Source: an optimization exercise on an open RTL-to-GDS flow (aim: small area). Production flows keep margins and buffers that such runs may drop. In this exercise RTL edits were held to simulation tests only and were not proved equivalent to the original. Power is estimated from default activity; no workload was simulated.

$ cat design/flow/config.mk
export PLATFORM = sky130hd
export DESIGN_NAME = ADD_Final_Project
export DESIGN_NICKNAME = ADD_Final_Project
export VERILOG_FILES = /design/flow/design.v
export SDC_FILE = /design/flow/constraint.sdc
export NUM_CORES = 4
export LEC_CHECK = 0
export CAP_MARGIN = 20
export CORE_MARGIN = 2
export CORE_UTILIZATION = 40
export CTS_BUF_LIST = sky130_fd_sc_hd__clkbuf_8
export CTS_CLUSTER_DIAMETER = 60
export CTS_CLUSTER_SIZE = 16
export SLEW_MARGIN = 20
$ cat design/flow/constraint.sdc
create_clock -name core_clock -period 10.0 [get_ports {clk}]
set_input_delay 2.0000 -clock core_clock [delete_from_list [all_inputs] [get_ports {clk}]]
set_output_delay 2.0000 -clock core_clock [all_outputs]
set_load 0.01 [all_outputs]
$ cat design/flow/design.v
module button_shaper(Button_in, Button_out, clk, rst);
   input Button_in, clk, rst;
   output Button_out;
   reg [1:0] s;
   assign Button_out = s[0];
   always @(posedge clk) begin
      if (rst == 1'b0)
         s <= 2'b00;
      else begin
         s[0] <= ~s[0] & ~s[1] & ~Button_in;
         s[1] <= s[0] | (s[1] & ~Button_in);
      end
   end
endmodule
module ms100(clk, rst, en, tick);
   input clk, rst, en;
   output tick;
   reg [8:0] y;
   assign tick = y[0] & ~y[1] & ~y[2] & ~y[3] & ~y[4] & y[6] & y[7];
   always @(posedge clk) begin
      if (rst == 1'b0 || en == 1'b0)
         y <= 9'b000111000;
      else
         y <= {~y[7:3], ~y[2], ~y[1] & ~tick, ~y[0], ~(y[8] ^ y[3])};
   end
endmodule
module cnt10(clk, rst, inc, pulse);
   input clk, rst, inc;
   output pulse;
   reg [3:0] c;
   wire adv = inc | (c[3] & c[1]);      
   wire a0 = adv & c[0];
   wire a1 = a0 & c[1];
   assign pulse = c[3] & c[1] & c[0];   
   always @(posedge clk) begin
      if (rst == 1'b0)
         c <= 4'd0;
      else
         c <= {c[3] ^ (a1 & (c[2] | c[3])), c[2] ^ (a1 & ~c[3]), c[1] ^ a0, c[0] ^ adv};
   end
endmodule
module cnt5(clk, rst, inc, pulse);
   input clk, rst, inc;
   output pulse;
   reg [2:0] c;
   wire z = c[2] & c[1];                
   wire adv = inc | (c[2] & c[0]);      
   wire a0 = adv & c[0];
   assign pulse = z;
   always @(posedge clk) begin
      if (rst == 1'b0)
         c <= 3'd0;
      else
         c <= {(c[2] | (a0 & c[1])) & ~z, (c[1] ^ a0) & ~z, (c[0] ^ adv) & ~z};
   end
endmodule
module cnt3(clk, rst, inc, pulse);
   input clk, rst, inc;
   output pulse;
   reg [2:0] c;
   wire adv = inc | (c[1] & c[0]);      
   assign pulse = c[2];                 
   always @(posedge clk) begin
      if (rst == 1'b0)
         c <= 3'd0;
      else
         c <= {c[1] & c[0], (c[1] ^ (adv & c[0])) & ~c[2], (c[0] ^ adv) & ~c[2]};
   end
endmodule
module sec_timer(clk, rst, en, timeout);
   parameter N = 10;
   input clk, rst, en;
   output timeout;
   wire t100, t1s;
   ms100 m(clk, rst, en, t100);
   cnt10 c1(clk, rst, t100, t1s);
   generate
      if (N == 10) begin : g10
         cnt10 c2(clk, rst, t1s, timeout);
      end
      else if (N == 5) begin : g5
         cnt5 c2(clk, rst, t1s, timeout);
      end
      else begin : g3
         cnt3 c2(clk, rst, t1s, timeout);
      end
   endgenerate
endmodule
module cdown(clk, rst, reconfig, dec, d, timeout);
   parameter INIT = 10;
   input clk, rst, reconfig, dec;
   output [3:0] d;
   output timeout;
   reg [3:0] d;
   assign timeout = (d == 4'd0);
   always @(posedge clk) begin
      if (rst == 1'b0)
         d <= 4'd15;
      else if (reconfig)
         d <= INIT;
      else if (dec) begin
         if (d == 4'd15 || d == 4'd0 || d == 4'd1)
            d <= 4'd0;
         else
            d <= d - 4'd1;
      end
   end
endmodule
module ctl_easy(clk, rst, morse, LoggedIn, gs, load, uin, reconfig, enable, timeout, number, correct, logout, lo);
   input clk, rst, LoggedIn, gs, load, timeout, logout;
   input [3:0] morse, uin;
   output reconfig, enable, correct, lo;
   output [3:0] number;
   reg correct, lo;
   reg [3:0] num;
   reg [3:0] st;
   localparam INITIAL = 0, RECONFIG = 1, WAIT1A = 2, WAIT1 = 3, START_F = 4, START_N = 5, WAIT2 = 6,
              COMPARE_T = 7, COMPARE_F = 8, GAME_OVER_A = 9, GAME_OVER = 10;
   assign reconfig = (st == WAIT1A);
   assign enable = (st == START_N) || (st == WAIT2) || (st == COMPARE_T) || (st == COMPARE_F) || (st == GAME_OVER_A);
   assign number = enable ? num : 4'd0;
   always @(posedge clk) begin
      if (st == START_F || st == START_N)
         num <= morse;
   end
   always @(posedge clk) begin
      if (rst == 1'b0) begin
         st <= INITIAL; correct <= 1'b0; lo <= 1'b0;
      end
      else begin
         case (st)
            INITIAL: begin
               correct <= 1'b0; lo <= 1'b0;
               if (LoggedIn) st <= RECONFIG;
            end
            RECONFIG: st <= WAIT1A;
            WAIT1A, WAIT1: st <= gs ? START_F : WAIT1;
            START_F, START_N: st <= WAIT2;
            WAIT2: begin
               if (load) st <= (uin == num) ? COMPARE_T : COMPARE_F;
               else if (timeout) st <= GAME_OVER_A;
            end
            COMPARE_T: begin correct <= 1'b1; st <= START_N; end
            COMPARE_F: begin correct <= 1'b0; st <= START_N; end
            GAME_OVER_A, GAME_OVER: begin
               if (logout) lo <= 1'b1;
               if (gs) st <= RECONFIG;
               else if (logout) st <= INITIAL;
               else st <= GAME_OVER;
            end
            default: st <= INITIAL;
         endcase
      end
   end
endmodule
module ctl_med(clk, rst, morse, LoggedIn, gs, load, uin, reconfig, enable, timeout, number, correct, logout, lo, e1, e2, f1, f2);
   input clk, rst, LoggedIn, gs, load, timeout, logout, f1, f2;
   input [3:0] morse, uin;
   output reconfig, enable, correct, lo, e1, e2;
   output [3:0] number;
   reg correct, e1, e2, flag;
   reg [3:0] A, B;
   reg [3:0] number;
   reg [4:0] st;
   localparam INITIAL = 0, INITIAL_L = 1, RECONFIG = 2, WAIT1A = 3, WAIT1 = 4, START1F = 5, START1N = 6,
              BUFFER1 = 7, START2 = 8, BUFFER2 = 9, WAIT2A = 10, WAIT2 = 11, COMPARE1 = 12, WAIT3 = 13,
              COMPARE2 = 14, DECISION = 15, GAMEOVER_A = 16, GAMEOVER = 17;
   assign reconfig = (st == WAIT1A);
   assign lo = (st == INITIAL_L);
   assign enable = (st >= START1N && st <= GAMEOVER_A);
   wire waitld = (st == WAIT2A || st == WAIT2 || st == WAIT3) && load;
   wire sh = (st == START1F || st == START1N || st == START2 || waitld);
   always @(*) begin
      case (st)
         START1N, WAIT2, COMPARE1, WAIT3, COMPARE2, DECISION, GAMEOVER_A, GAMEOVER: number = 4'hF;
         BUFFER1, START2, BUFFER2, WAIT2A: number = A;
         default: number = 4'h0;
      endcase
   end
   always @(posedge clk) begin
      if (sh) begin A <= morse; B <= A; end
      if (waitld) flag <= (st == WAIT3 ? flag : 1'b1) & (uin == B);
   end
   always @(posedge clk) begin
      if (rst == 1'b0) begin
         st <= INITIAL; correct <= 1'b0; e1 <= 1'b0; e2 <= 1'b0;
      end
      else begin
         case (st)
            INITIAL, INITIAL_L: begin
               correct <= 1'b0; e1 <= 1'b0; e2 <= 1'b0;
               st <= LoggedIn ? RECONFIG : INITIAL;
            end
            RECONFIG: st <= WAIT1A;
            WAIT1A, WAIT1: st <= gs ? START1F : WAIT1;
            START1F, START1N: begin
               e1 <= 1'b1;
               st <= timeout ? GAMEOVER_A : BUFFER1;
            end
            BUFFER1: if (f1) begin e1 <= 1'b0; st <= START2; end
            START2: begin
               e2 <= 1'b1;
               st <= timeout ? GAMEOVER_A : BUFFER2;
            end
            BUFFER2: if (f2) begin e2 <= 1'b0; st <= WAIT2A; end
            WAIT2A, WAIT2: st <= load ? COMPARE1 : timeout ? GAMEOVER_A : WAIT2;
            COMPARE1: st <= WAIT3;
            WAIT3: st <= load ? COMPARE2 : timeout ? GAMEOVER_A : WAIT3;
            COMPARE2: st <= DECISION;
            DECISION: begin correct <= flag; st <= START1N; end
            GAMEOVER_A, GAMEOVER: st <= logout ? INITIAL_L : gs ? RECONFIG : GAMEOVER;
            default: st <= INITIAL;
         endcase
      end
   end
endmodule
module ctl_hard(clk, rst, morse, LoggedIn, gs, load, uin, reconfig, enable, timeout, number, correct, logout, lo, e1, e2, e3, f1, f2, f3);
   input clk, rst, LoggedIn, gs, load, timeout, logout, f1, f2, f3;
   input [3:0] morse, uin;
   output reconfig, enable, correct, lo, e1, e2, e3;
   output [3:0] number;
   reg correct, e1, e2, e3, flag;
   reg [3:0] A, B, C;
   reg [3:0] number;
   reg [4:0] st;
   localparam INITIAL = 0, INITIAL_L = 1, RECONFIG = 2, WAIT1A = 3, WAIT1 = 4, START1F = 5, START1N = 6,
              BUFFER1 = 7, START2 = 8, BUFFER2 = 9, START3 = 10, BUFFER3 = 11, WAIT2A = 12, WAIT2 = 13,
              COMPARE1 = 14, WAIT3 = 15, COMPARE2 = 16, WAIT4 = 17, COMPARE3 = 18, DECISION = 19,
              GAMEOVER_A = 20, GAMEOVER = 21;
   assign reconfig = (st == WAIT1A);
   assign lo = (st == INITIAL_L);
   assign enable = (st >= START1N && st <= GAMEOVER_A);
   wire waitld = (st == WAIT2A || st == WAIT2 || st == WAIT3 || st == WAIT4) && load;
   wire sh = (st == START1F || st == START1N || st == START2 || st == START3 || waitld);
   always @(*) begin
      case (st)
         START1N, WAIT2, COMPARE1, WAIT3, COMPARE2, WAIT4, COMPARE3, DECISION, GAMEOVER_A, GAMEOVER: number = 4'hF;
         BUFFER1, START2, BUFFER2, START3, BUFFER3, WAIT2A: number = A;
         default: number = 4'h0;
      endcase
   end
   always @(posedge clk) begin
      if (sh) begin A <= morse; B <= A; C <= B; end
      if (waitld) flag <= ((st == WAIT3 || st == WAIT4) ? flag : 1'b1) & (uin == C);
   end
   always @(posedge clk) begin
      if (rst == 1'b0) begin
         st <= INITIAL; correct <= 1'b0; e1 <= 1'b0; e2 <= 1'b0; e3 <= 1'b0;
      end
      else begin
         case (st)
            INITIAL, INITIAL_L: begin
               correct <= 1'b0; e1 <= 1'b0; e2 <= 1'b0;
               st <= LoggedIn ? RECONFIG : INITIAL;
            end
            RECONFIG: st <= WAIT1A;
            WAIT1A, WAIT1: st <= gs ? START1F : WAIT1;
            START1F, START1N: begin
               e1 <= 1'b1;
               st <= timeout ? GAMEOVER_A : BUFFER1;
            end
            BUFFER1: if (f1) begin e1 <= 1'b0; st <= START2; end
            START2: begin
               e2 <= 1'b1;
               st <= timeout ? GAMEOVER_A : BUFFER2;
            end
            BUFFER2: if (f2) begin e2 <= 1'b0; st <= START3; end
            START3: begin
               e3 <= 1'b1;
               st <= timeout ? GAMEOVER_A : BUFFER3;
            end
            BUFFER3: if (f3) begin e3 <= 1'b0; st <= WAIT2A; end
            WAIT2A, WAIT2: st <= load ? COMPARE1 : timeout ? GAMEOVER_A : WAIT2;
            COMPARE1: st <= WAIT3;
            WAIT3: st <= load ? COMPARE2 : timeout ? GAMEOVER_A : WAIT3;
            COMPARE2: st <= WAIT4;
            WAIT4: st <= load ? COMPARE3 : timeout ? GAMEOVER_A : WAIT4;
            COMPARE3: st <= DECISION;
            DECISION: begin correct <= flag; st <= START1N; end
            GAMEOVER_A, GAMEOVER: st <= logout ? INITIAL_L : gs ? RECONFIG : GAMEOVER;
            default: st <= INITIAL;
         endcase
      end
   end
endmodule
module player_id(clk, rst, d, load, logout, matchedID, k);
   input clk, rst, load, logout;
   input [3:0] d;
   output matchedID;
   output [2:0] k;
   reg [3:0] st;
   reg [2:0] addr, code;
   localparam INIT = 0, INIT_G = 1, D1 = 2, D2 = 3, D3 = 4, D4 = 5, FETCH = 6, CYC1 = 7, CYC2 = 8,
              CATCH = 9, CMP = 10, STAT = 11, GUEST = 12;
   assign matchedID = (st == GUEST) || (st == INIT_G);
   assign k = addr;
   function [3:0] idg;   
      input [2:0] i;
      input [1:0] j;
      reg [15:0] e;
      begin
         case (i)
            3'd0: e = 16'h3848;
            3'd1: e = 16'h0851;
            3'd2: e = 16'h6197;
            3'd3: e = 16'h6542;
            3'd4: e = 16'h4565;
            3'd5: e = 16'h5973;
            default: e = 16'hFFFF;
         endcase
         case (j)
            2'd0: idg = e[15:12];
            2'd1: idg = e[11:8];
            2'd2: idg = e[7:4];
            default: idg = e[3:0];
         endcase
      end
   endfunction
   always @(posedge clk) begin
      if (rst == 1'b0) begin
         st <= INIT; addr <= 3'd0;
      end
      else begin
         case (st)
            INIT, INIT_G: begin addr <= 3'd0; st <= D1; end
            D1: if (load) begin
               case (d)
                  4'h3: code <= 3'd0;
                  4'h0: code <= 3'd1;
                  4'h6: code <= 3'd2;   
                  4'h4: code <= 3'd4;
                  4'h5: code <= 3'd5;
                  4'hF: code <= 3'd6;
                  default: code <= 3'd7;
               endcase
               st <= D2;
            end
            D2: if (load) begin
               if (code == 3'd2 && d == 4'h5) code <= 3'd3;
               else if (code == 3'd7 || d != idg(code, 2'd1)) code <= 3'd7;
               st <= D3;
            end
            D3: if (load) begin
               if (code == 3'd7 || d != idg(code, 2'd2)) code <= 3'd7;
               st <= D4;
            end
            D4: if (load) begin
               if (code == 3'd7 || d != idg(code, 2'd3)) code <= 3'd7;
               st <= FETCH;
            end
            FETCH: st <= CYC1;
            CYC1: st <= CYC2;
            CYC2: st <= CATCH;
            CATCH: st <= CMP;
            CMP: st <= (code == addr) ? GUEST : STAT;
            STAT: begin
               if (addr == 3'd6) st <= INIT;
               else begin addr <= addr + 3'd1; st <= FETCH; end
            end
            GUEST: if (logout) st <= INIT_G;
            default: st <= INIT;
         endcase
      end
   end
endmodule
module pswd(clk, rst, matchedID, k, d, load, logout_gc, LoggedIn, logout);
   input clk, rst, matchedID, load, logout_gc;
   input [2:0] k;
   input [3:0] d;
   output LoggedIn, logout;
   reg [4:0] st;
   reg pf;
   localparam INIT = 0, P1 = 1, P6 = 6, FETCH = 7, CATCH3 = 13, CMP = 14, PASS0 = 15, PASS = 16, W1 = 17,
              W2_0 = 18, W2_5 = 23;
   assign LoggedIn = (st == PASS) || (st == W1);
   assign logout = (st == W2_0);
   reg [23:0] pw;
   reg [3:0] pd;
   always @(*) begin
      case (k)
         3'd0: pw = 24'hC60E28;
         3'd1: pw = 24'hB70582;
         3'd2: pw = 24'h8957D1;
         3'd3: pw = 24'h59BF73;
         3'd4: pw = 24'h9A0C2E;
         3'd5: pw = 24'hA04A54;
         default: pw = 24'hFFFFFF;
      endcase
      case (st[2:0])
         3'd1: pd = pw[23:20];
         3'd2: pd = pw[19:16];
         3'd3: pd = pw[15:12];
         3'd4: pd = pw[11:8];
         3'd5: pd = pw[7:4];
         default: pd = pw[3:0];
      endcase
   end
   always @(posedge clk) begin
      if (rst == 1'b0)
         st <= INIT;
      else begin
         if (st == INIT) begin
            if (matchedID) st <= P1;
         end
         else if (st <= P6) begin
            if (load) begin
               pf <= (st == P1 || pf) && (d == pd);
               st <= st + 5'd1;
            end
         end
         else if (st == CMP)
            st <= pf ? PASS0 : P1;
         else if (st == PASS) begin
            if (logout_gc) st <= W1;
         end
         else if (st == W2_5)
            st <= INIT;
         else
            st <= st + 5'd1;
      end
   end
endmodule
module ADD_Final_Project(clk, rst, UserDigit, UserLoad, LoggedInLED, difficulty, game_start, correct_final,
logout, display0, display1, display2, display3, display4, ones_output, correctID);
   input clk, rst;
   input [3:0] UserDigit;
   input UserLoad;
   output LoggedInLED;
   input [1:0] difficulty;
   input game_start;
   output correct_final;
   input logout;
   output [6:0] display0;
   output [6:0] display1;
   output [6:0] display2;
   output [6:0] display3;
   output [6:0] display4;
   output [6:0] ones_output;
   output correctID;
   wire Load_signal, start_signal, logout_signal;
   button_shaper shaper1(UserLoad, Load_signal, clk, rst);
   button_shaper shaper2(game_start, start_signal, clk, rst);
   button_shaper shaper3(logout, logout_signal, clk, rst);
   wire matchedID, LoggedIn, pswd_logout;
   wire [2:0] k;
   wire lo_e, lo_m, lo_h;
   player_id pid(clk, rst, UserDigit, Load_signal, pswd_logout, matchedID, k);
   pswd pw(clk, rst, matchedID, k, UserDigit, Load_signal, lo_e | lo_m | lo_h, LoggedIn, pswd_logout);
   assign correctID = matchedID;
   assign LoggedInLED = LoggedIn;
   reg [15:0] L;
   wire fb = L[15];
   always @(posedge clk) begin
      if (rst == 1'b0)
         L <= 16'hFFFF;
      else
         L <= {L[14:6], L[5] , L[4] ^ fb, L[3], L[2] ^ fb, L[1] ^ fb, L[0], fb};
   end
   wire [3:0] q = {L[7], L[9], L[12], L[15]};
   wire [3:0] morse_m = (q >= 4'd10) ? q - 4'd10 : q;
   wire [3:0] morse_h = (q == 4'd15) ? 4'd0 : q;
   wire LI_e = LoggedIn & (difficulty == 2'b01);
   wire LI_m = LoggedIn & (difficulty == 2'b10);
   wire LI_h = LoggedIn & (difficulty == 2'b11);
   wire rc_e, en_e, to_e, c_e, ts_e;
   wire [3:0] n_e, d_e;
   ctl_easy ce(clk, rst, morse_m, LI_e, start_signal, Load_signal, UserDigit, rc_e, en_e, to_e, n_e, c_e, logout_signal, lo_e);
   sec_timer #(10) te(clk, rst, en_e, ts_e);
   cdown #(10) de(clk, rst, rc_e, ts_e, d_e, to_e);
   wire rc_m, en_m, to_m, c_m, ts_m, e1_m, e2_m, f1_m, f2_m;
   wire [3:0] n_m, d_m;
   ctl_med cm(clk, rst, morse_m, LI_m, start_signal, Load_signal, UserDigit, rc_m, en_m, to_m, n_m, c_m, logout_signal, lo_m,
              e1_m, e2_m, f1_m, f2_m);
   sec_timer #(10) tm(clk, rst, en_m, ts_m);
   cdown #(12) dm(clk, rst, rc_m, ts_m, d_m, to_m);
   sec_timer #(5) fm1(clk, rst, e1_m, f1_m);
   sec_timer #(5) fm2(clk, rst, e2_m, f2_m);
   wire rc_h, en_h, to_h, c_h, ts_h, e1_h, e2_h, e3_h, f1_h, f2_h, f3_h;
   wire [3:0] n_h, d_h;
   ctl_hard ch(clk, rst, morse_h, LI_h, start_signal, Load_signal, UserDigit, rc_h, en_h, to_h, n_h, c_h, logout_signal, lo_h,
               e1_h, e2_h, e3_h, f1_h, f2_h, f3_h);
   sec_timer #(10) th(clk, rst, en_h, ts_h);
   cdown #(12) dh(clk, rst, rc_h, ts_h, d_h, to_h);
   sec_timer #(3) fh1(clk, rst, e1_h, f1_h);
   sec_timer #(3) fh2(clk, rst, e2_h, f2_h);
   sec_timer #(3) fh3(clk, rst, e3_h, f3_h);
   reg correct_final;
   reg [3:0] ones, num;
   always @(*) begin
      case (difficulty)
         2'b01: begin correct_final = c_e; ones = d_e; num = n_e; end
         2'b10: begin correct_final = c_m; ones = d_m; num = n_m; end
         2'b11: begin correct_final = c_h; ones = d_h; num = n_h; end
         default: begin correct_final = 1'b0; ones = 4'd0; num = 4'd0; end
      endcase
   end
   reg [6:0] ones_output;
   always @(*) begin
      case (ones)
         4'd0: ones_output = 7'b1000000;
         4'd1: ones_output = 7'b1111001;
         4'd2: ones_output = 7'b0100100;
         4'd3: ones_output = 7'b0110000;
         4'd4: ones_output = 7'b0011001;
         4'd5: ones_output = 7'b0010010;
         4'd6: ones_output = 7'b0000010;
         4'd7: ones_output = 7'b1111000;
         4'd8: ones_output = 7'b0000000;
         4'd9: ones_output = 7'b0011000;
         4'd10: ones_output = 7'b0001000;
         4'd11: ones_output = 7'b0000011;
         4'd12: ones_output = 7'b1000110;
         4'd13: ones_output = 7'b0100001;
         4'd14: ones_output = 7'b0000110;
         default: ones_output = 7'b1000000;  
      endcase
   end
   localparam [6:0] DA = 7'b1110111, DO = 7'b0100011, DB = 7'b1111111;
   reg [34:0] disp;
   always @(*) begin
      if (rst == 1'b0 || to_e || to_m || to_h)
         disp = {DB, DB, DB, DB, DB};
      else begin
         case (num)
            4'h0: disp = {DA, DA, DA, DA, DA};
            4'h1: disp = {DA, DA, DA, DA, DO};
            4'h2: disp = {DA, DA, DA, DO, DO};
            4'h3: disp = {DA, DA, DO, DO, DO};
            4'h4: disp = {DA, DO, DO, DO, DO};
            4'h5: disp = {DO, DO, DO, DO, DO};
            4'h6: disp = {DO, DO, DO, DO, DA};
            4'h7: disp = {DO, DO, DO, DA, DA};
            4'h8: disp = {DO, DO, DA, DA, DA};
            4'h9: disp = {DO, DA, DA, DA, DA};
            4'hA: disp = {DB, DB, DB, DA, DO};
            4'hB: disp = {DB, DO, DO, DO, DA};
            4'hC: disp = {DB, DO, DA, DO, DA};
            4'hD: disp = {DB, DB, DO, DO, DA};
            4'hE: disp = {DB, DB, DB, DB, DO};
            default: disp = {DB, DB, DB, DB, DB};
         endcase
      end
   end
   assign {display0, display1, display2, display3, display4} = disp;
endmodule
$ cat design/flow/run.sh
#!/bin/bash
# synth_recipe.tcl (not shown) runs the flow's synth.tcl, then flattens the netlist and writes it again
# the make line also repeats each setting of config.mk as NAME=value (left out here)
make -C /OpenROAD-flow-scripts/flow DESIGN_CONFIG=/design/flow/config.mk WORK_HOME=/design/flow/orfs CLKGATE_MAP_FILE= SYNTH_SCRIPT=/design/flow/synth_recipe.tcl finish
==> summary.txt, run 1 <==
Run status: finished clean
Critical Path RT: 8000 ps
# diodes: 0
Die Ht: 177 µm
Sequential-to-total area share from yosys stat: 41.2%
Mapped cell area: 11900 µm²
Global route overflow: 0
Max Fclk: 138 MHz
CP startpoint kind: input pin
Most frequent cells in the layout: dfxtp_1 (200), nor2_1 (139), nand2_1 (104)
Hold buffer count at CTS: 0
Critical Path AT: 5220 ps
First-pass GRT wire length: 42600 µm
1st-pass router iterations: 4
Clk latency of the worst-skew pair: 560 ps
Finished Layout Cells: 1758
Routed WL: 25600 µm
Post-synth EDFFs: 30
Distinct cells, synth: 78
Relative slew slack: 28.0%
Crit end category: output port
CP Cell Sequence: clkdlybuf4s50_1 -> a21o_1 -> a221oi_2 -> a21oi_1 -> a22oi_2 -> inv_1 -> ha_1 -> o211ai_1 -> o2111ai_1 -> clkdlybuf4s50_1
Post-synth ARST share: 0%
Avg Inst Size Synth: 8.72 µm²
Dpl cells: 1716
Residual DRC: 0
Die area: 31200 µm²
Setup bufs post-CTS: 0
Leak: 5.06 nW
Dpl ws: 2780 ps
Reg2Reg Setup Slack: 7000 ps
FILL cells: 2922
Routability Congestion: 0.827
Clock slew at the register clock pins of the worst setup and hold paths: 90 ps
Max Transition Viols Final: 0
Hold endpoint: fh1.m.y[6]
Area Overhead vs Synth: 8.53%
H-Tree Level Count: 1
Power per cell area: 148 nW/µm²
Commonest non-fill, non-tap cell in the layout: dfxtp_1
CTS tree: yes
Final worst path period share: 72.2%
IR drop worst, VDD: 0.0809 mV
Vias in the first global route: 8733
Num rows: 63
Antenna viol nets, final: 0
GR Util met3: 2.37%
Max Root-Sink Buffers: 3
Hold Path Stages: 1
Actual slew at the worst max-slew pin: 1070 ps
RR Endpoint: pw.pf
Largest net degree at the start of global routing: 77
Cells after synthesis: 1366
Post-DR vias/cell: 5.39
Ports: 56
Final hold vios: 0
Final setup fails: 0
Iteration-0 DRC Markers: 639
Hold Crit Start: fh1.m.y[5]
Port bufs: 40
Reg2reg path depth: 8
CP peak stage delay: 690 ps
Synth Register Bits: 230
Share of layout cells above drive strength 1: 4.82%
Fin crit period: 7220 ps
Die width: 177 µm
CTS buffer count: 24
CTS sink cnt: 230
Top Usage Layer GRT: met2
Clock Skew: 35.7 ps
Crit-path max FO: 15
Total track usage: 16.2%
Setup TNS: 0 ps
Crit path top cell by count: clkdlybuf4s50_1
Max-cap viol count: 0
Worst min-delay path class: flop to flop
Yosys Warn Count: 13
Via count: 9475
Core area: 29500 µm²
Nets: 1426
Met1 Usage GRT: 23.1%
Worst path slowest cell: clkdlybuf4s50_1
Post-CTS Resized: 0
Initial core utilization: 40.4%
Register area: 4900 µm²
Avg WL per Cell: 14.6 µm
Critical path class: input pin to output port
Final worst setup slack: 2780 ps
RSZ-0062 raised after global routing: false
R2r startpoint: pid.addr[2]
Initial antenna violation count: 0
Global-route track usage on met2: 25.7%
Area of the multi-input gates: 6410 µm²
CTS root buffer: clkbuf_8
DPL Wire Length: 17700 µm
Synth Flop Type: dfxtp_1
==> critical path: cells and delay by family <==
| family | cells | cell delay (ps) |
|---|---|---|
| buffers and inverters | 3 | 1490 |
| AO/OA/AOI/OAI | 6 | 1510 |
| adder cells (fa/ha/maj) | 1 | 240 |
==> cells by family (layout without fill, tap and decap cells) <==
| logic type | after synthesis | in the layout | share of synthesized area [%] |
|---|---|---|---|
| other | 1 | 15 | 0.0315 |
| AOI/OAI and AO/OA | 332 | 332 | 18.8 |
| DFF | 230 | 230 | 41.2 |
| muxes | 15 | 15 | 1.31 |
| buffers and inverters | 144 | 132 | 5.38 |
| and+or+nand+nor | 534 | 534 | 23.2 |
| xor gates and xnor gates | 47 | 47 | 3.46 |
| adders and majority gates | 63 | 63 | 6.62 |
==> cells in the mapped netlist (16+ instances only) <==
master	instances	area share, %
o21ai_0	67	2.8
buf_4	25	1.6
a21oi_1	75	3.2
nand3_1	37	1.6
nand2b_1	29	1.5
and3_1	17	0.89
edfxtp_1	30	7.6
nor2_1	139	4.4
inv_1	44	1.4
nor2b_1	61	3.2
a21boi_0	16	1.0
and2_1	49	2.6
ha_1	63	6.6
a32o_1	17	1.4
nor3_1	32	1.3
nand2_1	104	3.3
xor2_1	30	2.2
xnor2_1	17	1.3
clkbuf_1	66	2.1
dfxtp_1	200	34
a31oi_1	21	1.1
==> flip-flops by register name (all words and copies together), names as in the netlist, 9 cells and up <==
register	cells
L	16
fh1.m.y	9
fh2.m.y	9
fh3.m.y	9
fm1.m.y	9
fm2.m.y	9
te.m.y	9
th.m.y	9
tm.m.y	9
==> worst max path at each step <==
stage	from	end	slack [ps]
finish	difficulty[0]	display3[6]	2780
CTS	difficulty[0]	display3[6]	2760
global route	difficulty[0]	display3[2]	2490
global placement	difficulty[0]	display3[6]	2850
detailed placement	difficulty[0]	display3[6]	2780
floorplan	difficulty[0]	display3[4]	4210
==> layout make-up <==
| cell class | count | share of cell area [%] |
|---|---|---|
| inverters | 44 | 1.28 |
| clock buffers | 26 | 2.77 |
| clock inverters | 16 | 1.16 |
| well taps | 390 | 3.78 |
| flip-flops and latches | 230 | 38.0 |
| multi-input cells | 1006 | 49.6 |
| repair buffers | 46 | 3.43 |
==> power breakdown <==
group / internal, mW / total (mW) / switching, mW
clock network: 0.263 / 0.631 / 0.368
registers: 0.953 / 0.994 / 0.0408
logic: 0.129 / 0.292 / 0.164
==> metal layers <==
layer  share of wire [%]  wire, µm
met1                  50     12900
met2                  43     11100
met3                 4.1      1050
met4                 2.5       629
met5                   0         0
==> stage by stage <==
stage          hold WS, ps  instance area, µm²  power [mW]  utilization, %
5_1_grt                397               12900        2.02            43.8
3_5_place_dp           372               12400        1.30            42.1
3_3_place_gp           365               12400        1.30            42.1
2_1_floorplan          358               12000        1.23               -
6_report               379               12900        1.92            43.8
4_1_cts                380               12900        1.94            43.8
==> run 2: changes to the inputs <==
==> design/flow/flow/run.sh (new file) <==
#!/bin/bash
set -e
cp standard.sh standard_sh.copy.log
export BUFFER_PORTS_ARGS="-buffer_cell sky130_fd_sc_hd__buf_1"
export CTS_ARGS="-sink_clustering_enable -repair_clock_nets -dont_use_dummy_load -buf_list sky130_fd_sc_hd__clkbuf_4 -sink_clustering_size 10 -sink_clustering_max_diameter 50"
bash standard.sh > standard_flow.log 2>&1
==> design/flow/standard.sh (new file) <==
#!/bin/bash
# synth_recipe.tcl (not shown) runs the flow's synth.tcl, then flattens the netlist and writes it again
# the make line also repeats each setting of config.mk as NAME=value (left out here)
make -C /OpenROAD-flow-scripts/flow DESIGN_CONFIG=/design/flow/config.mk WORK_HOME=/design/flow/orfs CLKGATE_MAP_FILE= SYNTH_SCRIPT=/design/flow/synth_recipe.tcl "${@:-finish}"
--- a/design/flow/config.mk
+++ b/design/flow/config.mk
@@ -8,7 +8,4 @@
 export CAP_MARGIN = 20
 export CORE_MARGIN = 2
 export CORE_UTILIZATION = 40
-export CTS_BUF_LIST = sky130_fd_sc_hd__clkbuf_8
-export CTS_CLUSTER_DIAMETER = 60
-export CTS_CLUSTER_SIZE = 16
 export SLEW_MARGIN = 20
removed: design/flow/run.sh
==> run 2 against run 1 <==
Compared with the run above:
- via count decreased by 0.15%
- non-clock buffer count increased by 2
- synthesized cell count unchanged
- sequential cell count unchanged
- clock skew increased by 18 ps
- total power decreased by 12%
- fmax increased by 10%
- critical path type unchanged
- highest routed layer unchanged
==> summary.txt, run 2 <==
Run status: finished clean (unchanged)
Die area: 31200 µm² (unchanged)
Synth Flop Type: dfxtp_1 (unchanged)
Top cell type's share of synthesized area: 33.6% (unchanged)
Yosys Warn Count: 13 (unchanged)
Hold Path Stages: 1 (unchanged)
Worst path slowest cell: buf_1 (was clkdlybuf4s50_1)
Largest register FFs: 16 (unchanged)
Fin crit period: 6550 ps (was 7220 ps)
Nets: 1433 (was 1426)
Sequential-to-total area share from yosys stat: 41.2% (unchanged)
Max Fclk: 153 MHz (was 138 MHz)
Most numerous cell in the Yosys netlist: dfxtp_1 (unchanged)
Residual DRC: 0 (unchanged)
IR drop worst, VDD: 0.0771 mV (was 0.0809 mV)
CTS root buffer: clkbuf_4 (was clkbuf_8)
Post-synth EDFFs: 30 (unchanged)
Post-DR vias/cell: 5.41 (was 5.39)
Max Root-Sink Buffers: 3 (unchanged)
Share of layout cells above drive strength 1: 4.27% (was 4.82%)
Dpl cells: 1718 (was 1716)
Port bufs: 40 (unchanged)
Critical path class: input pin to output port (unchanged)
Mapped cell area: 11900 µm² (unchanged)
Via count: 9461 (was 9475)
CP delay by family, top: compound AO/OA/AOI/OAI gates (unchanged)
CTS sink cnt: 230 (unchanged)
Synth Register Bits: 230 (unchanged)
Commonest non-fill, non-tap cell in the layout: dfxtp_1 (unchanged)
Global route overflow: 0 (unchanged)
Avg WL per Cell: 14.6 µm (about the same)
H-Tree Level Count: 1 (unchanged)
Hold buffer count at CTS: 0 (unchanged)
Area Overhead vs Synth: 4.19% (was 8.53%)
Tot Pwr: 1.69 mW (was 1.92 mW)
Die width: 177 µm (unchanged)
Finished Layout Cells: 1748 (was 1758)
Clock Skew: 53.3 ps (was 35.7 ps)
Clock slew at the register clock pins of the worst setup and hold paths: 100 ps (was 90 ps)
Avg Inst Size Synth: 8.72 µm² (unchanged)
Dpl ws: 3500 ps (was 2780 ps)
Antenna viol nets, final: 0 (unchanged)
Initial antenna violation count: 1 (was 0)
Ports: 56 (unchanged)
Largest cells by area after synthesis: dfxtp_1 (34%), edfxtp_1 (7.6%), ha_1 (6.6%) (unchanged)
CTS buffer count: 29 (was 24)
DPL Wire Length: 17700 µm (about the same)
Largest net degree at the start of global routing: 63 (was 77)
Reg2reg path depth: 8 (unchanged)
First-pass GRT wire length: 42900 µm (was 42600 µm)
RSZ-0062 raised after global routing: false (unchanged)
Iteration-0 DRC Markers: 736 (was 639)
Placed cell areas: 12200 µm² (was 12400 µm²)
Routed WL: 25500 µm (was 25600 µm)
Commonest cells post-synth: dfxtp_1 (200), nor2_1 (139), nand2_1 (104) (unchanged)
Distinct cells, synth: 78 (unchanged)
Crit end category: output port (unchanged)
Crit path top cell by count: buf_1 (was clkdlybuf4s50_1)
Num rows: 63 (unchanged)
CP startpoint kind: input pin (unchanged)
Hold endpoint: fh3.m.y[1] (was fh1.m.y[6])
Critical Path Start: difficulty[0] (unchanged)
Hold Crit Start: fh3.m.y[0] (was fh1.m.y[5])
RR Endpoint: pw.pf (unchanged)
Setup bufs post-CTS: 0 (unchanged)
Final worst path period share: 65.5% (was 72.2%)
Final worst setup slack: 3450 ps (was 2780 ps)
Post-synth top area cell: dfxtp_1 (unchanged)
Worst min-delay path class: flop to flop (unchanged)
Vias in the first global route: 8778 (was 8733)
Total track usage: 16.2% (about the same)
Final setup fails: 0 (unchanged)
Post-CTS Resized: 0 (unchanged)
Reg with most FFs: L (unchanged)
Clk latency of the worst-skew pair: 680 ps (was 560 ps)
Critical Path AT: 4550 ps (was 5220 ps)
Routability Congestion: 0.843 (was 0.827)
Core area: 29500 µm² (unchanged)
Max Transition Viols Final: 0 (unchanged)
Final Cell Area: 12400 µm² (was 12900 µm²)
Actual slew at the worst max-slew pin: 1020 ps (was 1070 ps)
CTS tree: yes (unchanged)
Post-synth ARST share: 0% (unchanged)
Most frequent cells in the layout: dfxtp_1 (200), nor2_1 (139), nand2_1 (104) (unchanged)
Die Ht: 177 µm (unchanged)
Power per cell area: 136 nW/µm² (was 148 nW/µm²)
Initial core utilization: 40.4% (unchanged)
Reg2Reg Setup Slack: 6960 ps (was 7000 ps)
Critical Path RT: 8000 ps (about the same)
Relative slew slack: 31.3% (was 28.0%)
CP peak stage delay: 510 ps (was 690 ps)
Setup TNS: 0 ps (unchanged)
R2r startpoint: pid.addr[2] (unchanged)
Final hold vios: 0 (unchanged)
Leak: 4.82 nW (was 5.06 nW)
Cells after synthesis: 1366 (unchanged)
1st-pass router iterations: 5 (was 4)
WP buf/inv: 3 (unchanged)
CP Cell Sequence: buf_1 -> a21boi_0 -> o21ai_0 -> a22oi_2 -> inv_1 -> ha_1 -> o211ai_1 -> o2111ai_1 -> buf_1 (was clkdlybuf4s50_1 -> a21o_1 -> a221oi_2 -> a21oi_1 -> a22oi_2 -> inv_1 -> ha_1 -> o211ai_1 -> o2111ai_1 -> clkdlybuf4s50_1)
Max-cap viol count: 0 (unchanged)
Crit-path max FO: 15 (unchanged)
[run 2: cell counts after synthesis]
No cell type changed its count.
[run 2: cell families after synthesis]
| family | count (synthesis) | share of synthesized area [%] |
|---|---|---|
| AO/OA/AOI/OAI | 332 | 18.8 |
| flip-flops | 230 | 41.2 |
| other | 1 | 0.0315 |
| XOR/XNOR | 47 | 3.46 |
| adder cells (fa/ha/maj) | 63 | 6.62 |
| buffers and inverters | 144 | 5.38 |
| multiplexers | 15 | 1.31 |
| AND/OR/NAND/NOR | 534 | 23.2 |
[run 2: routing by layer]
| metal | wire [µm] | vias to the layer above | global-route usage, % |
|---|---|---|---|
| li1 | - | 4801 | - |
| met4 | 588 | 0 | 3.89 |
| met1 | 12600 | 4393 | 23.3 |
| met3 | 1160 | 41 | 2.17 |
| met2 | 11100 | 226 | 25.8 |
| met5 | 0 | - | 0 |
[run 2: layout make-up]
type | count | area (µm²)
Fill cell | 2928 | 17100
Multi-Input combinational cell | 1006 | 6410
Sequential cell | 230 | 4900
Tap cell | 390 | 488
Clock buffer | 29 | 218
Timing Repair Buffer | 48 | 214
Inverter | 44 | 165
Antenna cell | 1 | 2.50
[run 2: worst max path at each step]
stage / to / slack (ps) / depth (start not counted)
global route: display1[2] / 3170 / 9
global placement: display3[6] / 3640 / 9
finish: display3[6] / 3450 / 9
detailed placement: display3[6] / 3500 / 9
floorplan: display3[4] / 4210 / 9
CTS: display3[6] / 3490 / 9
[run 2: power breakdown]
| part | leakage (nW) | internal (mW) | switching, mW |
|---|---|---|---|
| sequential | 1.88 | 0.953 | 0.0410 |
| combinational | 2.81 | 0.115 | 0.163 |
| clock | 0.133 | 0.133 | 0.287 |
[run 2: per-stage QoR]
stage	hold slack, ps	utilization (%)
2_1_floorplan	358	-
3_3_place_gp	364	41.3
3_5_place_dp	370	41.3
4_1_cts	361	42.1
5_1_grt	384	42.1
6_report	355	42.1
==> run 3: changes to the inputs <==
--- a/design/flow/config.mk
+++ b/design/flow/config.mk
@@ -5,6 +5,7 @@
 export SDC_FILE = /design/flow/constraint.sdc
 export NUM_CORES = 4
 export LEC_CHECK = 0
+export ABC_AREA = 1
 export CAP_MARGIN = 20
 export CORE_MARGIN = 2
 export CORE_UTILIZATION = 40
==> run 3 against run 2 <==
Compared with the run above:
- fmax up 7.0%
- highest routed layer unchanged
- clock skew grew 5.0 ps
- hold slack better by 1.6 ps
- still clean
- critical endpoint is now ones_output[3]
- sequential cell count is the same
==> summary.txt, run 3 <==
Run status: finished clean (unchanged)
Critical path class: input pin to output port (unchanged)
Die Ht: 174 µm (was 177 µm)
Iteration-0 DRC Markers: 713 (was 736)
Via count: 9646 (was 9461)
Area of the multi-input gates: 5540 µm² (was 6410 µm²)
Nets: 1628 (was 1433)
Distinct cells, synth: 57 (was 78)
Reg with most FFs: L (unchanged)
Routability Congestion: 0.921 (was 0.843)
Clk latency of the worst-skew pair: 700 ps (was 680 ps)
Hold buffer count at CTS: 0 (unchanged)
Share of layout cells above drive strength 1: 5.80% (was 4.27%)
Setup crit end: ones_output[3] (was display3[6])
Clock slew at the register clock pins of the worst setup and hold paths: 120 ps (was 100 ps)
Max Fclk: 164 MHz (was 153 MHz)
Post-DR vias/cell: 4.98 (was 5.41)
Global route overflow: 0 (unchanged)
Largest net degree at the start of global routing: 69 (was 63)
Max Transition Viols Final: 0 (unchanged)
Sequential-to-total area share from yosys stat: 42.7% (was 41.2%)
Final hold vios: 0 (unchanged)
First-pass GRT wire length: 42200 µm (was 42900 µm)
Synth Area in Compound Gates: 11.3% (was 18.8%)
Avg Inst Size Synth: 7.57 µm² (was 8.72 µm²)
Commonest non-fill, non-tap cell in the layout: nand2_1 (was dfxtp_1)
Post-synth top area cell: dfxtp_1 (unchanged)
Largest family of logic cells by synthesized area: simple AND/OR/NAND/NOR gates (unchanged)
Post-synth EDFFs: 30 (unchanged)
R2r startpoint: pw.st[0] (was pid.addr[2])
FILL cells: 2940 (was 2928)
CTS sink cnt: 230 (unchanged)
Post-Synth Adder-Cell Area: 6.86% (was 6.62%)
Commonest cells post-synth: nand2_1 (322), dfxtp_1 (200), inv_1 (196) (was dfxtp_1 (200), nor2_1 (139), nand2_1 (104))
Reg2reg path depth: 9 (was 8)
Area Overhead vs Synth: 5.26% (was 4.19%)
Ports: 56 (unchanged)
Placed cell areas: 11900 µm² (was 12200 µm²)
Core area: 28500 µm² (was 29500 µm²)
Hold slack: 357 ps (was 355 ps)
Critical Path AT: 4120 ps (was 4550 ps)
DPL Wire Length: 18300 µm (was 17700 µm)
CTS root buffer: clkbuf_4 (unchanged)
Routed WL: 24800 µm (was 25500 µm)
Dpl ws: 3910 ps (was 3500 ps)
CTS buffer count: 30 (was 29)
Relative slew slack: 38.7% (was 31.3%)
CTS tree: yes (unchanged)
Synth Register Bits: 230 (unchanged)
Port bufs: 40 (unchanged)
Multiplexer share of the synthesized area: 0% (was 1.31%)
Register area: 4900 µm² (unchanged)
Final core utilization: 42.5% (was 42.1%)
1st-pass router iterations: 5 (unchanged)
Post-synthesis xor/xnor area fraction: 2.44% (was 3.46%)
Simple-Gate Fraction of Synth Area: 27.2% (was 23.2%)
Crit end category: output port (unchanged)
Max-cap viol count: 0 (unchanged)
Synth Flop Type: dfxtp_1 (unchanged)
Initial core utilization: 40.4% (about the same)
Final setup fails: 0 (unchanged)
Vias in the first global route: 9027 (was 8778)
Total track usage: 16.5% (was 16.2%)
Clock Skew: 58.4 ps (was 53.3 ps)
Avg WL per Cell: 12.8 µm (was 14.6 µm)
Final Cell Area: 12100 µm² (was 12400 µm²)
Actual slew at the worst max-slew pin: 913 ps (was 1020 ps)
RSZ-0062 raised after global routing: false (unchanged)
Final worst path period share: 61.2% (was 65.5%)
Fin crit period: 6120 ps (was 6550 ps)
Num rows: 62 (was 63)
Crit-path max FO: 7 (was 15)
Post-CTS Resized: 0 (unchanged)
Post-synth ARST share: 0% (unchanged)
Die width: 174 µm (was 177 µm)
Yosys Warn Count: 13 (unchanged)
Residual DRC: 0 (unchanged)
Die area: 30100 µm² (was 31200 µm²)
Critical Path RT: 8000 ps (about the same)
IR drop worst, VDD: 0.0920 mV (was 0.0771 mV)
Power per cell area: 147 nW/µm² (was 136 nW/µm²)
Initial antenna violation count: 1 (unchanged)
Most numerous cell in the Yosys netlist: nand2_1 (was dfxtp_1)
CP startpoint kind: input pin (unchanged)
Largest cells by area after synthesis: dfxtp_1 (35%), nand2_1 (11%), edfxtp_1 (7.8%) (was dfxtp_1 (34%), edfxtp_1 (7.6%), ha_1 (6.6%))
Critical Path Start: difficulty[1] (was difficulty[0])
Most frequent cells in the layout: nand2_1 (322), dfxtp_1 (200), inv_1 (195) (was dfxtp_1 (200), nor2_1 (139), nand2_1 (104))
Mapped cell area: 11500 µm² (was 11900 µm²)
Final worst setup slack: 3880 ps (was 3450 ps)
Setup bufs post-CTS: 0 (unchanged)
Top cell type's share of synthesized area: 34.8% (was 33.6%)
Largest register FFs: 16 (unchanged)
Cells after synthesis: 1519 (was 1366)
RR Endpoint: ch.st[1] (was pw.pf)
Max Root-Sink Buffers: 3 (unchanged)
Worst min-delay path class: flop to flop (unchanged)
Antenna viol nets, final: 0 (unchanged)
Reg2Reg Setup Slack: 7630 ps (was 6960 ps)
Leak: 5.72 nW (was 4.82 nW)
Setup TNS: 0 ps (unchanged)
H-Tree Level Count: 1 (unchanged)
==> run 3: per-stage QoR <==
stage	instances	total power, mW
after floorplan	1533	1.30
after global placement	1906	1.37
after detailed placement	1906	1.37
after CTS	1936	1.80
after global routing	1938	1.89
final	1938	1.77
==> run 3: critical path: stages <==
cell	delay, ps
buf_1	130
inv_1	70
nor2_1	440
inv_1	150
o22ai_1	150
o21bai_1	210
inv_1	150
ha_1	360
nand2_1	90
nand2_1	70
nand2_1	50
o31ai_1	80
buf_1	170
==> run 3: area by class of cell <==
type                       count  area share, %
tap                          384           3.97
multi-input combinational   1045           45.8
sequential                   230           40.5
antenna                        2         0.0414
inverter                     204           6.33
clock buffer                  30           1.86
timing repair buffer          43           1.44
==> run 3: how the worst min path moves through the flow <==
stage                    start          to  slack, ps  depth (start not counted)
floorplan            tm.m.y[2]   tm.m.y[3]        360                          1
global placement     tm.m.y[2]   tm.m.y[3]        370                          1
detailed placement  fh3.m.y[5]  fh3.m.y[6]        370                          1
CTS                 fh2.m.y[2]  fh2.m.y[3]        380                          1
global route        fh3.m.y[6]  fh3.m.y[7]        410                          1
finish              fh2.m.y[2]  fh2.m.y[3]        360                          1
==> run 3: cells by family after synthesis <==
| logic type | Yosys count |
|---|---|
| simple gates | 721 |
| buf+inv | 258 |
| flops | 230 |
| compound gates | 214 |
| fa+ha+maj | 63 |
| xor+xnor | 32 |
| other cells | 1 |
==> run 3: layer usage <==
| metal | routed length, µm | track usage [%] | vias to the layer above |
|---|---|---|---|
| met5 | 0 | 0 | - |
| met2 | 11000 | 27.2 | 205 |
| met3 | 979 | 2.17 | 57 |
| met4 | 600 | 4.87 | 0 |
| li1 | - | - | 5004 |
| met1 | 12300 | 22.6 | 4380 |
==> run 3: power breakdown <==
group,internal [mW],switching (mW),total (mW)
registers,0.955,0.0278,0.983
clock network,0.137,0.288,0.425
logic,0.119,0.247,0.365
==> run 4: changes to the inputs <==
--- a/design/flow/design.v
+++ b/design/flow/design.v
@@ -448,15 +448,14 @@
    pswd pw(clk, rst, matchedID, k, UserDigit, Load_signal, lo_e | lo_m | lo_h, LoggedIn, pswd_logout);
    assign correctID = matchedID;
    assign LoggedInLED = LoggedIn;
-   reg [15:0] L;
-   wire fb = L[15];
+   reg [15:0] y;
    always @(posedge clk) begin
       if (rst == 1'b0)
-         L <= 16'hFFFF;
+         y <= 16'h5555;    
       else
-         L <= {L[14:6], L[5] , L[4] ^ fb, L[3], L[2] ^ fb, L[1] ^ fb, L[0], fb};
+         y <= {~y[14:6], ~y[5], y[4] ^ y[15], ~y[3], y[2] ^ y[15], y[1] ^ y[15], ~y[0], ~y[15]};
    end
-   wire [3:0] q = {L[7], L[9], L[12], L[15]};
+   wire [3:0] q = {~y[7], ~y[9], y[12], ~y[15]};   
    wire [3:0] morse_m = (q >= 4'd10) ? q - 4'd10 : q;
    wire [3:0] morse_h = (q == 4'd15) ? 4'd0 : q;
    wire LI_e = LoggedIn & (difficulty == 2'b01);
--- a/design/flow/config.mk
+++ b/design/flow/config.mk
@@ -6,7 +6,7 @@
 export NUM_CORES = 4
 export LEC_CHECK = 0
 export ABC_AREA = 1
-export CAP_MARGIN = 20
+export CAP_MARGIN = 0
 export CORE_MARGIN = 2
 export CORE_UTILIZATION = 40
-export SLEW_MARGIN = 20
+export SLEW_MARGIN = 0
==> run 4 against run 3 <==
Compared with the run above:
- still clean
- worst setup slack better by 290 ps
- total power down 0.39%
- fmax is 5.0% higher
- synthesized area shrank 0.77%
- sequential power about the same
- die area shrank 0.75%
- global-route usage fell by 0.37 points
- non-clock buffer count up 1
- sequential share of layout area hardly changed
- wire length fell by 0.96%
- largest power group unchanged
- highest routed layer unchanged
==> summary.txt, run 4 <==
Via count: 9479 (was 9646)
Avg WL per Cell: 12.8 µm (about the same)
Critical Path Start: difficulty[1] (unchanged)
CTS tree: yes (unchanged)
CTS buffer count: 34 (was 30)
Cells after synthesis: 1495 (was 1519)
Setup TNS: 0 ps (unchanged)
Commonest non-fill, non-tap cell in the layout: nand2_1 (unchanged)
Reg2reg path depth: 3 (was 9)
Crit end category: output port (unchanged)
CP peak stage delay: 360 ps (was 440 ps)
Initial core utilization: 40.8% (was 40.4%)
Leak: 5.70 nW (was 5.72 nW)
Num rows: 61 (was 62)
Iteration-0 DRC Markers: 602 (was 713)
Die Ht: 173 µm (was 174 µm)
Commonest cells post-synth: nand2_1 (308), dfxtp_1 (200), inv_1 (198) (was nand2_1 (322), dfxtp_1 (200), inv_1 (196))
CP startpoint kind: input pin (unchanged)
Most numerous cell in the Yosys netlist: nand2_1 (unchanged)
Clock Skew: 79.2 ps (was 58.4 ps)
Worst min-delay path class: flop to flop (unchanged)
1st-pass router iterations: 5 (unchanged)
Most frequent cells in the layout: nand2_1 (308), dfxtp_1 (200), inv_1 (197) (was nand2_1 (322), dfxtp_1 (200), inv_1 (195))
Post-synth EDFFs: 30 (unchanged)
Worst path slowest cell: nor2_2 (was nor2_1)
Mapped cell area: 11400 µm² (was 11500 µm²)
Reg2Reg Setup Slack: 7620 ps (was 7630 ps)
Max Transition Viols Final: 0 (unchanged)
Share of layout cells above drive strength 1: 5.26% (was 5.80%)
Run status: finished clean (unchanged)
Synth Flop Type: dfxtp_1 (unchanged)
Power per cell area: 146 nW/µm² (was 147 nW/µm²)
Avg Inst Size Synth: 7.63 µm² (was 7.57 µm²)
H-Tree Level Count: 2 (was 1)
Max-cap viol count: 0 (unchanged)
Vias in the first global route: 8703 (was 9027)
Ports: 56 (unchanged)
Residual DRC: 0 (unchanged)
Actual slew at the worst max-slew pin: 810 ps (was 913 ps)
Largest cells by area after synthesis: dfxtp_1 (35%), nand2_1 (10%), edfxtp_1 (7.9%) (was dfxtp_1 (35%), nand2_1 (11%), edfxtp_1 (7.8%))
Distinct cells, synth: 60 (was 57)
IR drop worst, VDD: 0.0959 mV (was 0.0920 mV)
Port bufs: 40 (unchanged)
Max Fclk: 172 MHz (was 164 MHz)
Top cell type's share of synthesized area: 35.1% (was 34.8%)
Area Overhead vs Synth: 6.02% (was 5.26%)
Core area: 27900 µm² (was 28500 µm²)
Max Root-Sink Buffers: 3 (unchanged)
Routability Congestion: 0.922 (was 0.921)
Post-CTS Resized: 0 (unchanged)
Final worst path period share: 58.2% (was 61.2%)
Total track usage: 16.1% (was 16.5%)
Critical Path RT: 8000 ps (about the same)
Critical Path AT: 3820 ps (was 4120 ps)
Final setup fails: 0 (unchanged)
First-pass GRT wire length: 40900 µm (was 42200 µm)
Die width: 173 µm (was 174 µm)
RSZ-0062 raised after global routing: false (unchanged)
R2r startpoint: shaper1.s[0] (was pw.st[0])
CTS root buffer: clkbuf_4 (unchanged)
Sequential-to-total area share from yosys stat: 43.0% (was 42.7%)
DPL Wire Length: 18000 µm (was 18300 µm)
Final core utilization: 43.3% (was 42.5%)
Post-DR vias/cell: 4.94 (was 4.98)
Crit-path max FO: 10 (was 7)
Global route overflow: 0 (unchanged)
Largest net degree at the start of global routing: 67 (was 69)
Setup bufs post-CTS: 0 (unchanged)
Die area: 29900 µm² (was 30100 µm²)
Tot Pwr: 1.77 mW (about the same)
Synth Register Bits: 230 (unchanged)
Hold Crit Start: fm2.m.y[4] (was fh2.m.y[2])
Largest register FFs: 16 (unchanged)
Clock slew at the register clock pins of the worst setup and hold paths: 100 ps (was 120 ps)
Hold buffer count at CTS: 0 (unchanged)
Yosys Warn Count: 13 (unchanged)
Final Cell Area: 12100 µm² (about the same)
Clk latency of the worst-skew pair: 640 ps (was 700 ps)
Hold endpoint: fm2.m.y[5] (was fh2.m.y[3])
CP Cell Sequence: buf_1 -> inv_1 -> nor2_2 -> nand2_1 -> o21ai_0 -> o21bai_1 -> inv_1 -> ha_1 -> o21ai_1 -> o311ai_0 -> buf_1 (was buf_1 -> inv_1 -> nor2_1 -> inv_1 -> o22ai_1 -> o21bai_1 -> inv_1 -> ha_1 -> nand2_1 -> nand2_1 -> nand2_1 -> o31ai_1 -> buf_1)
Post-synth ARST share: 0% (unchanged)
Placed cell areas: 11800 µm² (was 11900 µm²)
Hold Path Stages: 1 (unchanged)
Fin crit period: 5820 ps (was 6120 ps)
CTS sink cnt: 230 (unchanged)
Post-synth top area cell: dfxtp_1 (unchanged)
Critical path class: input pin to output port (unchanged)
RR Endpoint: ch.C[3] (was ch.st[1])
Reg with most FFs: y (was L)
Final hold vios: 0 (unchanged)
Nets: 1620 (was 1628)
Relative slew slack: 45.5% (was 38.7%)
Antenna viol nets, final: 0 (unchanged)
Routed WL: 24600 µm (was 24800 µm)
Initial antenna violation count: 1 (unchanged)
==> run 4: layout make-up <==
| class | count | area [µm²] |
|---|---|---|
| Fill cell | 2898 | 15800 |
| Multi-Input combinational cell | 1023 | 5490 |
| Sequential cell | 230 | 4900 |
| Inverter | 208 | 781 |
| Tap cell | 378 | 473 |
| Clock buffer | 34 | 255 |
| Timing Repair Buffer | 44 | 181 |
| Antenna cell | 1 | 2.50 |
==> run 4: power by group <==
part / switching [mW] / internal, mW / leakage [nW]
registers: 0.0287 / 0.955 / 1.88
logic: 0.221 / 0.108 / 3.66
clock network: 0.296 / 0.157 / 0.156
==> run 4: worst max-delay path by stage <==
stage                           endpoint  slack, ps  depth (start not counted)
after detailed placement  ones_output[1]       4190                         11
after global routing      ones_output[1]       4000                         11
after CTS                 ones_output[1]       4190                         11
after global placement    ones_output[1]       4230                          8
after floorplan           ones_output[1]       4500                          7
final                     ones_output[1]       4180                         11
==> run 4: cell families after synthesis <==
group	Yosys count	synth area share (%)
flip-flops	230	43.0
buffers and inverters	256	9.28
AND/OR/NAND/NOR	691	26.3
adder cells (fa/ha/maj)	68	7.46
multiplexers	1	0.0878
AO/OA/AOI/OAI	211	11.0
other	1	0.0329
XOR/XNOR	37	2.84
==> run 4: layer usage <==
metal  up-vias  global-route usage, %  wire, µm
li1       4905                      -         -
met2       213                   26.5     10900
met3        39                   2.75      1170
met1      4322                   22.0     12000
met4         0                   4.24       439
met5         -                      0         0
==> run 4: per-stage QoR <==
stage,hold slack (ps),worst slack [ps],instances
6_report,349,4180,1918
5_1_grt,361,4000,1918
4_1_cts,353,4190,1917
3_5_place_dp,358,4190,1883
3_3_place_gp,353,4230,1883
2_1_floorplan,352,4500,1509
==> run 4: worst max-delay path: cells and delay by family <==
family	cells	cell delay (ps)
AO/OA/AOI/OAI	4	670
buffers and inverters	4	470
AND/OR/NAND/NOR	2	440
adder cells (fa/ha/maj)	1	250
==> run 5: changes to the inputs <==
--- a/design/flow/config.mk
+++ b/design/flow/config.mk
@@ -6,7 +6,7 @@
 export NUM_CORES = 4
 export LEC_CHECK = 0
 export ABC_AREA = 1
-export CAP_MARGIN = 0
+export CAP_MARGIN = 20
 export CORE_MARGIN = 2
 export CORE_UTILIZATION = 40
-export SLEW_MARGIN = 0
+export SLEW_MARGIN = 20
==> run 5 against run 4 <==
Compared with the run above:
- non-clock buffer count stayed put
- core utilization unchanged
- critical path depth stayed put
- cell count unchanged
==> summary.txt, run 5 <==
Max-cap viol count: 0 (unchanged)
Die area: 29900 µm² (unchanged)
Worst min-delay path class: flop to flop (unchanged)
IR drop worst, VDD: 0.0959 mV (unchanged)
Ports: 56 (unchanged)
Routed WL: 24600 µm (unchanged)
Die width: 173 µm (unchanged)
CP peak stage delay: 360 ps (about the same)
Post-DR vias/cell: 4.94 (unchanged)
Largest register FFs: 16 (unchanged)
Largest net degree at the start of global routing: 67 (unchanged)
Actual slew at the worst max-slew pin: 810 ps (unchanged)
Final core utilization: 43.3% (unchanged)
Global route overflow: 0 (unchanged)
Critical Path AT: 3820 ps (about the same)
Crit-path max FO: 10 (unchanged)
Reg with most FFs: y (unchanged)
Top cell type's share of synthesized area: 35.1% (unchanged)
Distinct cells, synth: 60 (unchanged)
Initial antenna violation count: 1 (unchanged)
DPL Wire Length: 18000 µm (unchanged)
Vias in the first global route: 8703 (unchanged)
Commonest non-fill, non-tap cell in the layout: nand2_1 (unchanged)
Critical Path RT: 8000 ps (about the same)
Final setup fails: 0 (unchanged)
Cells after synthesis: 1495 (unchanged)
Power per cell area: 146 nW/µm² (unchanged)
CTS buffer count: 34 (unchanged)
Total track usage: 16.1% (unchanged)
Hold buffer count at CTS: 0 (unchanged)
Antenna viol nets, final: 0 (unchanged)
Run status: finished clean (unchanged)
Nets: 1620 (unchanged)
Post-synth top area cell: dfxtp_1 (unchanged)
Final worst path period share: 58.2% (unchanged)
Share of layout cells above drive strength 1: 5.26% (unchanged)
CP Cell Sequence: buf_1 -> inv_1 -> nor2_2 -> nand2_1 -> o21ai_0 -> o21bai_1 -> inv_1 -> ha_1 -> o21ai_1 -> o311ai_0 -> buf_1 (unchanged)
Most frequent cells in the layout: nand2_1 (308), dfxtp_1 (200), inv_1 (197) (unchanged)
CTS sink cnt: 230 (unchanged)
Post-synth ARST share: 0% (unchanged)
CP startpoint kind: input pin (unchanged)
Hold slack: 349 ps (unchanged)
Finished Layout Cells: 1918 (unchanged)
Clk latency of the worst-skew pair: 640 ps (about the same)
Setup bufs post-CTS: 0 (unchanged)
Dpl cells: 1883 (unchanged)
Post-synth EDFFs: 30 (unchanged)
Sequential-to-total area share from yosys stat: 43.0% (unchanged)
Final hold vios: 0 (unchanged)
CTS tree: yes (unchanged)
CP delay by family, top: compound AO/OA/AOI/OAI gates (unchanged)
Residual DRC: 0 (unchanged)
Max Root-Sink Buffers: 3 (unchanged)
Area Overhead vs Synth: 6.02% (unchanged)
Clock slew at the register clock pins of the worst setup and hold paths: 100 ps (about the same)
Placed cell areas: 11800 µm² (unchanged)
H-Tree Level Count: 2 (unchanged)
Setup TNS: 0 ps (unchanged)
Final Cell Area: 12100 µm² (unchanged)
Max Fclk: 172 MHz (unchanged)
Yosys Warn Count: 13 (unchanged)
Die Ht: 173 µm (unchanged)
Crit end category: output port (unchanged)
FILL cells: 2898 (unchanged)
First-pass GRT wire length: 40900 µm (unchanged)
Fin crit period: 5820 ps (unchanged)
Iteration-0 DRC Markers: 602 (unchanged)
Worst path slowest cell: nor2_2 (unchanged)
Largest cells by area after synthesis: dfxtp_1 (35%), nand2_1 (10%), edfxtp_1 (7.9%) (unchanged)
Mapped cell area: 11400 µm² (unchanged)
Synth Flop Type: dfxtp_1 (unchanged)
Leak: 5.70 nW (unchanged)
Most numerous cell in the Yosys netlist: nand2_1 (unchanged)
Synth Register Bits: 230 (unchanged)
Routability Congestion: 0.922 (unchanged)
CTS root buffer: clkbuf_4 (unchanged)
Post-CTS Resized: 0 (unchanged)
WP buf/inv: 4 (unchanged)
Tot Pwr: 1.77 mW (unchanged)
Initial core utilization: 40.8% (unchanged)
Avg WL per Cell: 12.8 µm (unchanged)
Critical path class: input pin to output port (unchanged)
Commonest cells post-synth: nand2_1 (308), dfxtp_1 (200), inv_1 (198) (unchanged)
Avg Inst Size Synth: 7.63 µm² (unchanged)
Relative slew slack: 45.5% (unchanged)
Port bufs: 40 (unchanged)
Final worst setup slack: 4180 ps (unchanged)
Via count: 9479 (unchanged)
Core area: 27900 µm² (unchanged)
Dpl ws: 4190 ps (unchanged)
Num rows: 61 (unchanged)
Max Transition Viols Final: 0 (unchanged)
1st-pass router iterations: 5 (unchanged)
Clock Skew: 79.2 ps (unchanged)
RSZ-0062 raised after global routing: false (unchanged)
[run 5: cell counts in the layout (fill, tap and decap cells not counted)]
No cell type changed its count.
[run 5: layout make-up]
| type | instances | area, µm² | area share (%) |
|---|---|---|---|
| timing repair buffer | 44 | 181 | 1.50 |
| inverter | 208 | 781 | 6.46 |
| antenna | 1 | 2.50 | 0.0207 |
| multi-input combinational | 1023 | 5490 | 45.4 |
| sequential | 230 | 4900 | 40.6 |
| tap | 378 | 473 | 3.91 |
| clock buffer | 34 | 255 | 2.11 |
[run 5: kinds of logic (layout without fill, tap and decap cells)]
logic type | count (synthesis) | count (layout) | synth area share (%)
other | 1 | 16 | 0.0329
AO/OA/AOI/OAI | 211 | 211 | 11.0
multiplexers | 1 | 1 | 0.0878
AND/OR/NAND/NOR | 691 | 691 | 26.3
adder cells (fa/ha/maj) | 68 | 68 | 7.46
XOR/XNOR | 37 | 37 | 2.84
flip-flops | 230 | 230 | 43.0
buffers and inverters | 256 | 286 | 9.28
[run 5: where the power goes]
part | total (mW) | internal (mW) | switching, mW
clock network | 0.453 | 0.157 | 0.296
registers | 0.984 | 0.955 | 0.0287
logic | 0.329 | 0.108 | 0.221
[run 5: per-layer routing]
layer | GRT usage [%] | part of all wire (%)
met3 | 2.75 | 4.8
met5 | 0 | 0
met4 | 4.24 | 1.8
met2 | 26.5 | 44
met1 | 22.0 | 49
[run 5: path summary, 6_finish.rpt]
kind                            cells past startpoint          start             end  slack (ps)
worst max-delay path                               11  difficulty[1]  ones_output[1]        4180
worst max register to register                      3   shaper1.s[0]         ch.C[3]        7620
worst min register to register                      1     fm2.m.y[4]      fm2.m.y[5]         350
worst min-delay path                                1     fm2.m.y[4]      fm2.m.y[5]         350
==> run 6: changes to the inputs <==
--- a/design/flow/config.mk
+++ b/design/flow/config.mk
@@ -8,5 +8,6 @@
 export ABC_AREA = 1
 export CAP_MARGIN = 20
 export CORE_MARGIN = 2
-export CORE_UTILIZATION = 40
+export CORE_UTILIZATION = 75
+export PLACE_DENSITY = 0.85
 export SLEW_MARGIN = 20
==> run 6 against run 5 <==
Compared with the run above:
- still clean
- fmax is 1.8% lower
- clock power down 13%
- sequential share of layout area up 1.0 points
- hold slack better by 35 ps
- non-clock buffer count down 1
- largest cell class unchanged
==> summary.txt, run 6 <==
Run status: finished clean (unchanged)
Setup bufs post-CTS: 0 (unchanged)
Iteration-0 DRC Markers: 738 (was 602)
Synth Register Bits: 230 (unchanged)
Leak: 5.66 nW (was 5.70 nW)
Max Root-Sink Buffers: 3 (unchanged)
CTS sink cnt: 230 (unchanged)
1st-pass router iterations: 5 (unchanged)
Placed cell areas: 11600 µm² (was 11800 µm²)
Initial core utilization: 75.9% (was 40.8%)
CTS tree: yes (unchanged)
Top cell type's share of synthesized area: 35.1% (unchanged)
Mapped cell area: 11400 µm² (unchanged)
Relative slew slack: 44.6% (was 45.5%)
Hold buffer count at CTS: 0 (unchanged)
R2r startpoint: shaper1.s[0] (unchanged)
Largest cells by area after synthesis: dfxtp_1 (35%), nand2_1 (10%), edfxtp_1 (7.9%) (unchanged)
Routability Congestion: 0.974 (was 0.922)
CP peak stage delay: 760 ps (was 360 ps)
Port bufs: 40 (unchanged)
Worst path slowest cell: nor4_2 (was nor2_2)
Power per cell area: 144 nW/µm² (was 146 nW/µm²)
Ports: 56 (unchanged)
Final worst path period share: 59.3% (was 58.2%)
Largest net degree at the start of global routing: 67 (unchanged)
Fin crit period: 5930 ps (was 5820 ps)
Most numerous cell in the Yosys netlist: nand2_1 (unchanged)
Area Overhead vs Synth: 3.41% (was 6.02%)
Die area: 16200 µm² (was 29900 µm²)
Actual slew at the worst max-slew pin: 824 ps (was 810 ps)
FILL cells: 1130 (was 2898)
Via count: 9663 (was 9479)
Max Fclk: 169 MHz (was 172 MHz)
Max Used Layer: met4 (unchanged)
Critical Path Start: rst (was difficulty[1])
Routed wl met3: 1470 µm (was 1170 µm)
Post-synth ARST share: 0% (unchanged)
Crit-path max FO: 66 (was 10)
Final hold vios: 0 (unchanged)
Final setup fails: 0 (unchanged)
Post-DR vias/cell: 5.62 (was 4.94)
Vias in the first global route: 9004 (was 8703)
DPL Wire Length: 17700 µm (was 18000 µm)
Commonest cells post-synth: nand2_1 (308), dfxtp_1 (200), inv_1 (198) (unchanged)
Final core utilization: 78.5% (was 43.3%)
Cells after synthesis: 1495 (unchanged)
Antenna viol nets, final: 0 (unchanged)
CTS root buffer: clkbuf_4 (unchanged)
Post-synth top area cell: dfxtp_1 (unchanged)
## run 6: cell counts after synthesis
No cell type changed its count.
## run 6: cell families (layout without fill, tap and decap cells)
kind of cell	count (synthesis)	after routing	synth area share (%)
flip-flops	230	230	43.0
AO/OA/AOI/OAI	211	211	11.0
XOR/XNOR	37	37	2.84
multiplexers	1	1	0.0878
buffers and inverters	256	278	9.28
AND/OR/NAND/NOR	691	691	26.3
other	1	16	0.0329
adder cells (fa/ha/maj)	68	68	7.46
## run 6: layout make-up
| class | instances | area, µm² | share of cell area, % |
|---|---|---|---|
| Clock buffer | 27 | 203 | 1.72 |
| Multi-Input combinational cell | 1023 | 5490 | 46.6 |
| Sequential cell | 230 | 4900 | 41.6 |
| Inverter | 208 | 781 | 6.62 |
| Antenna cell | 1 | 2.50 | 0.0212 |
| Tap cell | 188 | 235 | 1.99 |
| Timing Repair Buffer | 43 | 174 | 1.47 |
## run 6: worst max-delay path: cells and delay by family
kind	cells	cell delay [ps]
simple gates	2	990
buf+inv	4	900
## run 6: how the worst min path moves through the flow
stage	startpoint	to	slack, ps	depth (start not counted)
finish	y[0]	y[1]	380	1
global route	y[5]	y[6]	390	1
CTS	y[0]	y[1]	390	1
detailed placement	y[3]	y[4]	360	1
global placement	y[13]	y[14]	360	1
floorplan	y[11]	y[12]	350	1
## run 6: metal layers
layer  up-vias  global-route usage [%]
met3        51                    3.81
met4         0                    8.47
li1       4914                       -
met1      4347                    39.2
met5         -                       0
met2       351                    51.1
## run 6: per-stage QoR
stage,power (mW),setup slack (ps),std cells,hold slack [ps]
after global routing,1.80,3900,1720,390
after CTS,1.71,4040,1719,388
final,1.70,4070,1720,384
after global placement,1.32,4110,1692,360
after floorplan,1.25,4500,1509,352
after detailed placement,1.32,4040,1692,362
## run 6: power by group
group / total [mW] / switching (mW) / internal, mW / leakage [nW]
clock network: 0.395 / 0.271 / 0.124 / 0.124
registers: 0.983 / 0.0280 / 0.955 / 1.88
logic: 0.324 / 0.217 / 0.107 / 3.65
total: 1.70 / 0.516 / 1.19 / 5.66

## separate check: timing with driven ports
How much do the figures lean on ideal ports? The routed layouts below were timed once more, with nothing changed but the port constraints.
Step 1 sets driving cells, clkbuf_16 on the clock port and buf_2 on the other inputs (assumed; they add their load-dependent delay and slew).
Step 2, shift: input delay + t, output delay - t, t = (earliest + latest rising clock arrival at the registers) / 2. This alone moves slack from input paths to output paths.
a / b / c = ideal ports / drivers / drivers and shift; a / b = the first two.
| run | t, ns | setup slack, ns |
|---|---|---|
| run 1 | 0.583 | 2.776 / 2.713 / 2.713 |
| run 2 | 0.694 | 3.454 / 3.370 / 3.370 |
| run 3 | 0.704 | 3.885 / 3.860 / 3.860 |
| run 4 | 0.645 | 4.177 / 4.152 / 4.152 |
| run 5 | 0.645 | 4.177 / 4.152 / 4.152 |
| run 6 | 0.657 | 4.072 / 4.049 / 4.049 |
After both steps every run listed still meets setup and hold.
